This design comes from an exercise in tuning for small area, a short achievable clock period and few clock cycles per item on the open sky130 flow, not from production work. At most, simulation tests tie the RTL to the original design; equivalence was not proved. Power and IR drop assume default switching activity.

==> job 8524: inputs <==
Design top_module, start of the top module:
module top_module(clk, reset, INIT, READY, DONE,
                  input_ram_en, input_ram_addr, input_ram_data,
                  filter_rom_en, filter_rom_addr, filter_rom_data,
                  conv_valid, conv_out);
Settings: LEC_CHECK=0, CAP_MARGIN=20, CORE_MARGIN=2, CORE_UTILIZATION=40, CTS_BUF_LIST=sky130_fd_sc_hd__clkbuf_8, CTS_CLUSTER_SIZE=20, PLACE_DENSITY=0.6, SETUP_SLACK_MARGIN=3.0, SLEW_MARGIN=20, SYNTH_HIERARCHICAL=1, SYNTH_MINIMUM_KEEP_SIZE=0; clock period 6.0 ns.
run.sh (not shown) runs the stock make flow with config.mk's settings and CLKGATE_MAP_FILE= SYNTH_SCRIPT=/design/flow/synth_recipe.tcl, a recipe that flattens the netlist after the stock synthesis.
==> job 9126 (differences from job 8524) <==
- CTS_BUF_LIST: sky130_fd_sc_hd__clkbuf_8 -> not set
- CTS_CLUSTER_SIZE: 20 -> not set
==> summary of the runs <==
Of job 8524 and job 9126, job 9126 has the higher total power (gap 2.8%, measured against job 9126).
Job 8524 finished clean. Job 9126 completed without violations.
Die area is the same in job 9126 and job 8524.
Against job 8524, the non-clock buffer count of job 9126 is higher by 7.
Between job 9126 and job 8524, the lower first-iteration DRC count is in job 8524 (gap 3.0%, measured against job 8524).
Critical path depth is the same in job 9126 and job 8524.
Against job 8524, the combinational power of job 9126 is larger by about 0.6%.
In job 8524 the cell count is lower than in job 9126, by about 0.27%.
==> figures <==
Status: job 8524 timing/DRC/antenna clean; job 9126 timing/DRC/antenna clean
Power dissipated in combinational cells: job 8524 8.07 mW; job 9126 8.12 mW
Final worst path period need: job 8524 3090 ps; job 9126 3160 ps
Post-CTS clock slew at the launch and capture registers of the worst setup and hold paths: job 8524 100 ps; job 9126 70 ps
Met2 usage in global routing: job 8524 43.6%; job 9126 43.6%
GR met1 Demand/Resource: job 8524 30.3%; job 9126 29.9%
Non-filler instance count after layout: job 8524 2226; job 9126 2232
Clock root buffer: job 8524 clkbuf_8; job 9126 clkbuf_16
Latest clock arrival within the worst-skew pair: job 8524 530 ps; job 9126 470 ps
Count of routing violations after the opening detailed-route iteration: job 8524 601; job 9126 619
Ratio of total power to cell area: job 8524 508 mW/mm^2; job 9126 510 mW/mm^2
Filler instances: job 8524 3759; job 9126 3701
Number of nets at the end of the flow: job 8524 2283; job 9126 2290
Area added between synthesis and finish: job 8524 26.5%; job 9126 29.7%
Post-Route WL: job 8524 53.1 mm; job 9126 53.2 mm
Worst IR Drop VDD: job 8524 0.380 mV; job 9126 0.390 mV
No run of this note included a check of the RTL's function; only the layout flow was run.

========
==> inputs of job 4428 <==
top_module, a different RTL version from the one above (not shown whole).
clock: 6.0 ns
lec_check: 0
cap_margin: 20
core_margin: 2
core_utilization: 55
place_density: 0.75
setup_slack_margin: 3.5
slew_margin: 20
synth_hierarchical: 1
synth_minimum_keep_size: 0
standard.sh (not shown) runs the stock make flow with config.mk's settings and CLKGATE_MAP_FILE= SYNTH_SCRIPT=/design/flow/synth_recipe.tcl, a recipe that flattens the netlist after the stock synthesis.
==> flow/flow/run.sh <==
#!/bin/bash
# Layout flow: the standard ORFS flow (standard.sh), with these changes:
#  - port buffers: at the start of global placement, flow/pre_gpl.tcl removes the
#    synthesis buffers (as the standard flow does there) and puts a
#    sky130_fd_sc_hd__buf_4 on every input port and a sky130_fd_sc_hd__buf_1 on every
#    output port, in place of the standard buffer_ports call; they are kept through
#    the step's own remove_buffers and released for timing repair by
#    flow/post_gpl.tcl;
#  - clock tree synthesis arguments: -sink_clustering_enable -repair_clock_nets -dont_use_dummy_load -buf_list sky130_fd_sc_hd__clkbuf_8 -sink_clustering_size 15 -sink_clustering_max_diameter 60
# The whole make output goes to flow_make.log in the work folder; ORFS also keeps
# each step's own log under orfs/logs/.
set -euo pipefail
export CTS_ARGS="-sink_clustering_enable -repair_clock_nets -dont_use_dummy_load -buf_list sky130_fd_sc_hd__clkbuf_8 -sink_clustering_size 15 -sink_clustering_max_diameter 60"
bash standard.sh "DONT_BUFFER_PORTS=1" "PRE_GLOBAL_PLACE_TCL=$PWD/flow/pre_gpl.tcl" "POST_GLOBAL_PLACE_TCL=$PWD/flow/post_gpl.tcl" "CTS_ARGS=$CTS_ARGS" "POST_GLOBAL_ROUTE_TCL=$PWD/flow/post_grt.tcl" finish > flow_make.log 2>&1
==> flow/flow/post_gpl.tcl <==
# Let timing repair resize the port buffers again.
unset_dont_touch [get_cells {input* output*}]
==> flow/flow/post_grt.tcl <==
# Area recovery after global routing: downsize cells on paths whose slack exceeds
# the flow's setup margin (repair_timing's power-recovery mode), then reroute the
# changed nets and rewrite the route guides.
global_route -start_incremental
repair_timing -recover_power 100 -setup_margin $::env(SETUP_SLACK_MARGIN) -verbose
global_route -end_incremental
estimate_parasitics -global_routing
report_worst_slack -max
write_guides $::env(RESULTS_DIR)/route.guide
==> flow/flow/pre_gpl.tcl <==
# Buffer every input and output port (the standard flow's buffer_ports, with chosen cells).
remove_buffers
buffer_ports -inputs -buffer_cell sky130_fd_sc_hd__buf_4
buffer_ports -outputs -buffer_cell sky130_fd_sc_hd__buf_1
set_dont_touch [get_cells {input* output*}]
puts "port buffers: [llength [get_cells {input* output*}]]"
==> job 5748 (differences from job 4428) <==
--- a/flow/flow/run.sh
+++ b/flow/flow/run.sh
@@ -13,2 +13,2 @@
 export CTS_ARGS="-sink_clustering_enable -repair_clock_nets -dont_use_dummy_load -buf_list sky130_fd_sc_hd__clkbuf_8 -sink_clustering_size 15 -sink_clustering_max_diameter 60"
-bash standard.sh "DONT_BUFFER_PORTS=1" "PRE_GLOBAL_PLACE_TCL=$PWD/flow/pre_gpl.tcl" "POST_GLOBAL_PLACE_TCL=$PWD/flow/post_gpl.tcl" "CTS_ARGS=$CTS_ARGS" "POST_GLOBAL_ROUTE_TCL=$PWD/flow/post_grt.tcl" finish > flow_make.log 2>&1
+bash standard.sh "DONT_BUFFER_PORTS=1" "PRE_GLOBAL_PLACE_TCL=$PWD/flow/pre_gpl.tcl" "POST_GLOBAL_PLACE_TCL=$PWD/flow/post_gpl.tcl" "CTS_ARGS=$CTS_ARGS" finish > flow_make.log 2>&1
- SETUP_SLACK_MARGIN: 3.5 -> 3.6
removed: flow/flow/post_grt.tcl
==> job 9232 (differences from job 4428) <==
==> flow/flow/run.sh (replaced) <==
#!/bin/bash
# Layout flow: the standard ORFS flow (standard.sh), with these changes:
#  - port buffers: at the start of global placement, flow/pre_gpl.tcl removes the
#    synthesis buffers (as the standard flow does there) and puts a
#    sky130_fd_sc_hd__buf_4 on every input port and a sky130_fd_sc_hd__buf_1 on every
#    output port, in place of the standard buffer_ports call; they are kept through
#    the step's own remove_buffers and released for timing repair by
#    flow/post_gpl.tcl;
#  - clock tree synthesis arguments: -sink_clustering_enable -repair_clock_nets -dont_use_dummy_load -buf_list sky130_fd_sc_hd__clkbuf_8 -sink_clustering_size 20 -sink_clustering_max_diameter 50
# The whole make output goes to flow_make.log in the work folder; ORFS also keeps
# each step's own log under orfs/logs/.
set -euo pipefail
export CTS_ARGS="-sink_clustering_enable -repair_clock_nets -dont_use_dummy_load -buf_list sky130_fd_sc_hd__clkbuf_8 -sink_clustering_size 20 -sink_clustering_max_diameter 50"
bash standard.sh "DONT_BUFFER_PORTS=1" "PRE_GLOBAL_PLACE_TCL=$PWD/flow/pre_gpl.tcl" "POST_GLOBAL_PLACE_TCL=$PWD/flow/post_gpl.tcl" "CTS_ARGS=$CTS_ARGS" finish > flow_make.log 2>&1
removed: flow/flow/post_grt.tcl
==> notes.md <==
Drt first pass iters: job 9232 5; job 4428 6; job 5748 8
Sequential power: job 9232 0.00373 W; job 4428 0.00372 W; job 5748 0.00370 W
Met3 layer wire length in the routed design: job 9232 6.289 mm; job 4428 6.519 mm; job 5748 5.520 mm
Share of cell area taken by multi-input logic gates: job 9232 0.6019; job 4428 0.6016; job 5748 0.6119
Met3 track demand over resource: job 9232 0.08087; job 4428 0.08054; job 5748 0.07562
Worst Path Buf+Inv: job 9232 0; job 4428 1; job 5748 1
R2R Path End: job 9232 k2_1670$_DFF_P_; job 4428 acc[16]$_DFF_P_; job 5748 acc[15]$_DFF_P_
Filler cells: job 9232 2,883; job 4428 2,951; job 5748 2,760
Logic pwr share: job 9232 0.562; job 4428 0.558; job 5748 0.572
Status: job 9232 timing/DRC/antenna clean; job 4428 timing/DRC/antenna clean; job 5748 timing/DRC/antenna clean
Fraction of power spent switching nets: job 9232 0.4064; job 4428 0.4076; job 5748 0.4073
Clock distribution area overhead in the final layout: job 9232 0.02210; job 4428 0.02014; job 5748 0.01760
Worst slack at placement: job 9232 3006 ps; job 4428 3006 ps; job 5748 2989 ps
Final Power: job 9232 0.01161 W; job 4428 0.01132 W; job 5748 0.01147 W
Post-route worst setup slack: job 9232 3526 ps; job 4428 2692 ps; job 5748 3520 ps
Power drawn by the clock network: job 9232 0.00136 W; job 4428 0.00128 W; job 5748 0.00122 W
Count of cell instances traversed by the critical path: job 9232 4; job 4428 10; job 5748 10
Number of clock buffers in the layout: job 9232 38; job 4428 34; job 5748 31
Delay of the slowest cell on the worst path: job 9232 600 ps; job 4428 540 ps; job 5748 480 ps
Routed length on met2: job 9232 28.07 mm; job 4428 28.21 mm; job 5748 30.19 mm
Worst Hold Margin: job 9232 288.1 ps; job 4428 315.4 ps; job 5748 332.7 ps
Power density of the placed cells: job 9232 490.6 nW/um2; job 4428 487.1 nW/um2; job 5748 473.3 nW/um2
Largest net degree at the start of global routing: job 9232 21; job 4428 16; job 5748 16
Topmost layer with routed signal wires: job 9232 met5; job 4428 met4; job 5748 met5
Post-CTS resize count: job 9232 16; job 4428 11; job 5748 59
Multi-input logic area: job 9232 14,240 um2; job 4428 13,980 um2; job 5748 14,830 um2
Testbench counts of job 4428, summed over its fixed seeds: cycles 8,320, items 4,112.
Testbench counts of job 5748, summed over its fixed seeds: cycles 8,320, items 4,112.
Testbench counts of job 9232, summed over its fixed seeds: cycles 8,320, items 4,112.

========
==> inputs of branch tundra <==
top_module, a different RTL version from the one above (not shown whole).
==> flow/config.mk <==
export PLATFORM = sky130hd
export DESIGN_NAME = top_module
export DESIGN_NICKNAME = top_module
export VERILOG_FILES = /design/flow/design.v
export SDC_FILE = /design/flow/constraint.sdc
export NUM_CORES = 4
export LEC_CHECK = 0
export CAP_MARGIN = 20
export CORE_MARGIN = 2
export CORE_UTILIZATION = 40
export PLACE_DENSITY = 0.6
export SETUP_SLACK_MARGIN = 3.4
export SLEW_MARGIN = 20
export SYNTH_HIERARCHICAL = 1
export SYNTH_MINIMUM_KEEP_SIZE = 0
==> flow/constraint.sdc <==
create_clock -name core_clock -period 6.0 [get_ports {clk}]
set_input_delay 1.2000 -clock core_clock [delete_from_list [all_inputs] [get_ports {clk}]]
set_output_delay 1.2000 -clock core_clock [all_outputs]
set_load 0.01 [all_outputs]
==> flow/flow/run.sh <==
#!/bin/bash
# Layout flow: the standard ORFS flow (standard.sh), unchanged except that the
# port buffers that global placement inserts on every input and output are
# sky130_fd_sc_hd__buf_1 cells (timing repair may still resize them).
# The whole make output goes to flow_make.log in the work folder; ORFS also keeps
# each step's own log under orfs/logs/.
set -euo pipefail
export BUFFER_PORTS_ARGS="-buffer_cell sky130_fd_sc_hd__buf_1"
bash standard.sh "BUFFER_PORTS_ARGS=-buffer_cell sky130_fd_sc_hd__buf_1" finish > flow_make.log 2>&1
==> inputs of branch delta, as changes to branch tundra <==
--- a/flow/design.v
+++ b/flow/design.v
@@ -2611,24 +2611,35 @@
 assign a1754 = ~(acc[14] & g_q[0]);
 assign a1755 = ~(acc[15] & g_q[0]);
 assign a1756 = ~(acc[16] & g_q[0]);
 assign a1757 = ~(acc[17] & g_q[0]);
 assign a1758 = ~(acc[18] & g_q[0]);
 assign a1759 = ~(acc[19] & g_q[0]);
-hai_cell u_s1760 (.a(k3_1722), .b(k3_1723), .s(s1760), .co(c1761));
-hai_cell u_s1762 (.a(k3_1725), .b(k3_1726), .s(s1762), .co(c1763));
-hai_cell u_s1764 (.a(k3_1727), .b(k3_1728), .s(s1764), .co(c1765));
-hai_cell u_s1766 (.a(k3_1711), .b(k3_1712), .s(s1766), .co(c1767));
-hai_cell u_s1768 (.a(k3_1713), .b(a1741), .s(s1768), .co(c1769));
-hai_cell u_s1770 (.a(k3_1714), .b(a1742), .s(s1770), .co(c1771));
+xnor_cell u_s1760 (.a(k3_1722), .b(k3_1723), .y(s1760));
+or_cell u_c1761 (.a(k3_1722), .b(k3_1723), .y(c1761));
+xnor_cell u_s1762 (.a(k3_1725), .b(k3_1726), .y(s1762));
+or_cell u_c1763 (.a(k3_1725), .b(k3_1726), .y(c1763));
+xnor_cell u_s1764 (.a(k3_1727), .b(k3_1728), .y(s1764));
+or_cell u_c1765 (.a(k3_1727), .b(k3_1728), .y(c1765));
+xnor_cell u_s1766 (.a(k3_1711), .b(k3_1712), .y(s1766));
+or_cell u_c1767 (.a(k3_1711), .b(k3_1712), .y(c1767));
+xnor_cell u_s1768 (.a(k3_1713), .b(a1741), .y(s1768));
+or_cell u_c1769 (.a(k3_1713), .b(a1741), .y(c1769));
+xnor_cell u_s1770 (.a(k3_1714), .b(a1742), .y(s1770));
+or_cell u_c1771 (.a(k3_1714), .b(a1742), .y(c1771));
 fa_cell u_s1772 (.a(k3_1715), .b(k3_1716), .c(a1743), .s(s1772), .co(c1773));
-hai_cell u_s1774 (.a(k3_1717), .b(a1744), .s(s1774), .co(c1775));
-hai_cell u_s1776 (.a(k3_1718), .b(a1745), .s(s1776), .co(c1777));
-hai_cell u_s1778 (.a(k3_1719), .b(a1746), .s(s1778), .co(c1779));
-hai_cell u_s1780 (.a(k3_1720), .b(a1747), .s(s1780), .co(c1781));
-hai_cell u_s1782 (.a(k3_1721), .b(a1748), .s(s1782), .co(c1783));
+xnor_cell u_s1774 (.a(k3_1717), .b(a1744), .y(s1774));
+or_cell u_c1775 (.a(k3_1717), .b(a1744), .y(c1775));
+xnor_cell u_s1776 (.a(k3_1718), .b(a1745), .y(s1776));
+or_cell u_c1777 (.a(k3_1718), .b(a1745), .y(c1777));
+xnor_cell u_s1778 (.a(k3_1719), .b(a1746), .y(s1778));
+or_cell u_c1779 (.a(k3_1719), .b(a1746), .y(c1779));
+xnor_cell u_s1780 (.a(k3_1720), .b(a1747), .y(s1780));
+or_cell u_c1781 (.a(k3_1720), .b(a1747), .y(c1781));
+xnor_cell u_s1782 (.a(k3_1721), .b(a1748), .y(s1782));
+or_cell u_c1783 (.a(k3_1721), .b(a1748), .y(c1783));
 fa_cell u_s1784 (.a(k3_1724), .b(a1749), .c(s1760), .s(s1784), .co(c1785));
 fa_cell u_s1786 (.a(a1750), .b(c1761), .c(s1762), .s(s1786), .co(c1787));
 fa_cell u_s1788 (.a(a1751), .b(c1763), .c(s1764), .s(s1788), .co(c1789));
 fa_cell u_s1790 (.a(k3_1729), .b(a1752), .c(c1765), .s(s1790), .co(c1791));
 fa_cell u_s1792 (.a(k3_1730), .b(k3_1731), .c(a1753), .s(s1792), .co(c1793));
 fa_cell u_s1794 (.a(k3_1732), .b(k3_1733), .c(a1754), .s(s1794), .co(c1795));
@@ -3164,10 +3175,12 @@
 assign conv_out = acc;
 endmodule
 module fa_cell(input a, input b, input c, output s, output co);
 assign s = a ^ b ^ c;
 assign co = (a & b) | (a & c) | (b & c);
 endmodule
-module hai_cell(input a, input b, output s, output co);
-assign s = ~(a ^ b);
-assign co = a | b;
+module xnor_cell(input a, input b, output y);
+assign y = ~(a ^ b);
+endmodule
+module or_cell(input a, input b, output y);
+assign y = a | b;
 endmodule
==> flow/flow/run.sh (replaced) <==
#!/bin/bash
# Layout flow: the standard ORFS flow (standard.sh), with two changes:
#  - the port buffers that global placement puts on every input and output are
#    sky130_fd_sc_hd__buf_1 cells (timing repair may still resize them);
#  - clock tree synthesis arguments: -sink_clustering_enable -repair_clock_nets -dont_use_dummy_load -buf_list sky130_fd_sc_hd__clkbuf_8 -sink_clustering_size 15 -sink_clustering_max_diameter 60
# The whole make output goes to flow_make.log in the work folder; ORFS also keeps
# each step's own log under orfs/logs/.
set -euo pipefail
export BUFFER_PORTS_ARGS="-buffer_cell sky130_fd_sc_hd__buf_1"
export CTS_ARGS="-sink_clustering_enable -repair_clock_nets -dont_use_dummy_load -buf_list sky130_fd_sc_hd__clkbuf_8 -sink_clustering_size 15 -sink_clustering_max_diameter 60"
bash standard.sh "BUFFER_PORTS_ARGS=$BUFFER_PORTS_ARGS" "CTS_ARGS=$CTS_ARGS" finish > flow_make.log 2>&1
- CORE_UTILIZATION: 40 -> 55
- PLACE_DENSITY: 0.6 -> 0.75
==> inputs of branch onyx, as changes to branch tundra <==
==> flow/run.sh (new file) <==
#!/bin/bash
# synth_recipe.tcl (not shown) runs the flow's synth.tcl, then flattens the netlist and writes it again
# the make line also repeats each setting of config.mk as NAME=value (left out here)
make -C /OpenROAD-flow-scripts/flow DESIGN_CONFIG=/design/flow/config.mk WORK_HOME=/design/flow/orfs CLKGATE_MAP_FILE= SYNTH_SCRIPT=/design/flow/synth_recipe.tcl finish
- CTS_BUF_LIST: not set -> sky130_fd_sc_hd__clkbuf_8
- CTS_CLUSTER_SIZE: not set -> 16
removed: flow/flow/run.sh
removed: flow/standard.sh
==> reports/results.tsv <==
metric	value	unit
syn_to_final_growth	13.3	%
r2r_cells	9	
status	finished clean	
synth_top_area_share	49.6	%
num_antenna_cells	0	
hpwlAfterDp	48800	um
[end of results for branch delta]
==> reports/results.tsv <==
metric	value	unit
r2r_cells	10	
worstHoldStart	k2_1621$_DFF_P_	
hpwlAfterDp	52400	um
relSlewSlack	74.0	%
grtUsageMet3	5.86	%
ys_seq_area_share	30.3	%
syn_to_final_growth	20.4	%
num_antenna_cells	0	
synth_top_area_share	49.2	%
status	finished clean	
[end of results for branch tundra]
==> reports/results.tsv <==
metric	value	unit
syn_to_final_growth	21.7	%
status	finished clean	
arrival	3.15	ns
hpwlAfterDp	52600	um
cp-endpoint	k1_1213$_DFF_P_	
synth_top_area_share	49.2	%
num_antenna_cells	2	
[end of results for branch onyx]
Testbench counts of branch tundra, summed over its fixed seeds: cycles 8,320, items 4,112.
Testbench counts of branch delta, summed over its fixed seeds: cycles 8,320, items 4,112.
Testbench counts of branch onyx, summed over its fixed seeds: cycles 8,320, items 4,112.

[afterwards: timing with drivers on the ports]
The flow's constraints put no driver on any port. The routed layouts listed below were extracted and timed again, unchanged, in two steps. Step 1: set_driving_cell puts a clkbuf_16 on clk and a buf_2 on each other input, an assumption about the parent block. Step 2, shift: input delay + t, output delay - t, t = (earliest + latest rising clock arrival at the registers) / 2. This alone moves slack from input paths to output paths. Slacks: ideal / step 1 / step 2; pairs: ideal / step 1.
run | t (ns) | setup WS [ns] | hold slack, ns | worst setup path at the end | worst data-port slew with drivers (ns)
job 8524 | 0.558 | 2.912 / 2.892 / 2.334 | 0.335 / 0.335 / 0.335 | input to register | 0.09
job 9126 | 0.518 | 2.836 / 2.826 / 2.308 | 0.330 / 0.330 / 0.330 | input to register | 0.09
job 4428 | 0.601 | 2.692 / 2.692 / 2.355 | 0.315 / 0.315 / 0.315 | input to register | 0.04
job 5748 | 0.665 | 3.520 / 3.520 / 2.985 | 0.333 / 0.333 / 0.333 | input to register | 0.05
job 9232 | 0.608 | 3.526 / 3.526 / 3.020 | 0.288 / 0.288 / 0.288 | input to register | 0.05
branch tundra | 0.608 | 3.368 / 3.400 / 2.792 | 0.325 / 0.325 / 0.325 | input to register | 0.06
branch delta | 0.635 | 3.393 / 3.418 / 2.782 | 0.332 / 0.332 / 0.332 | input to register | 0.05
branch onyx | 0.696 | 3.342 / 3.364 / 2.668 | 0.323 / 0.323 / 0.323 | input to register | 0.05
After both steps setup and hold are still met in every run listed. For branch onyx, which loses most, drivers alone change the setup slack by +0.022 ns; drivers and shift together by -0.674 ns.
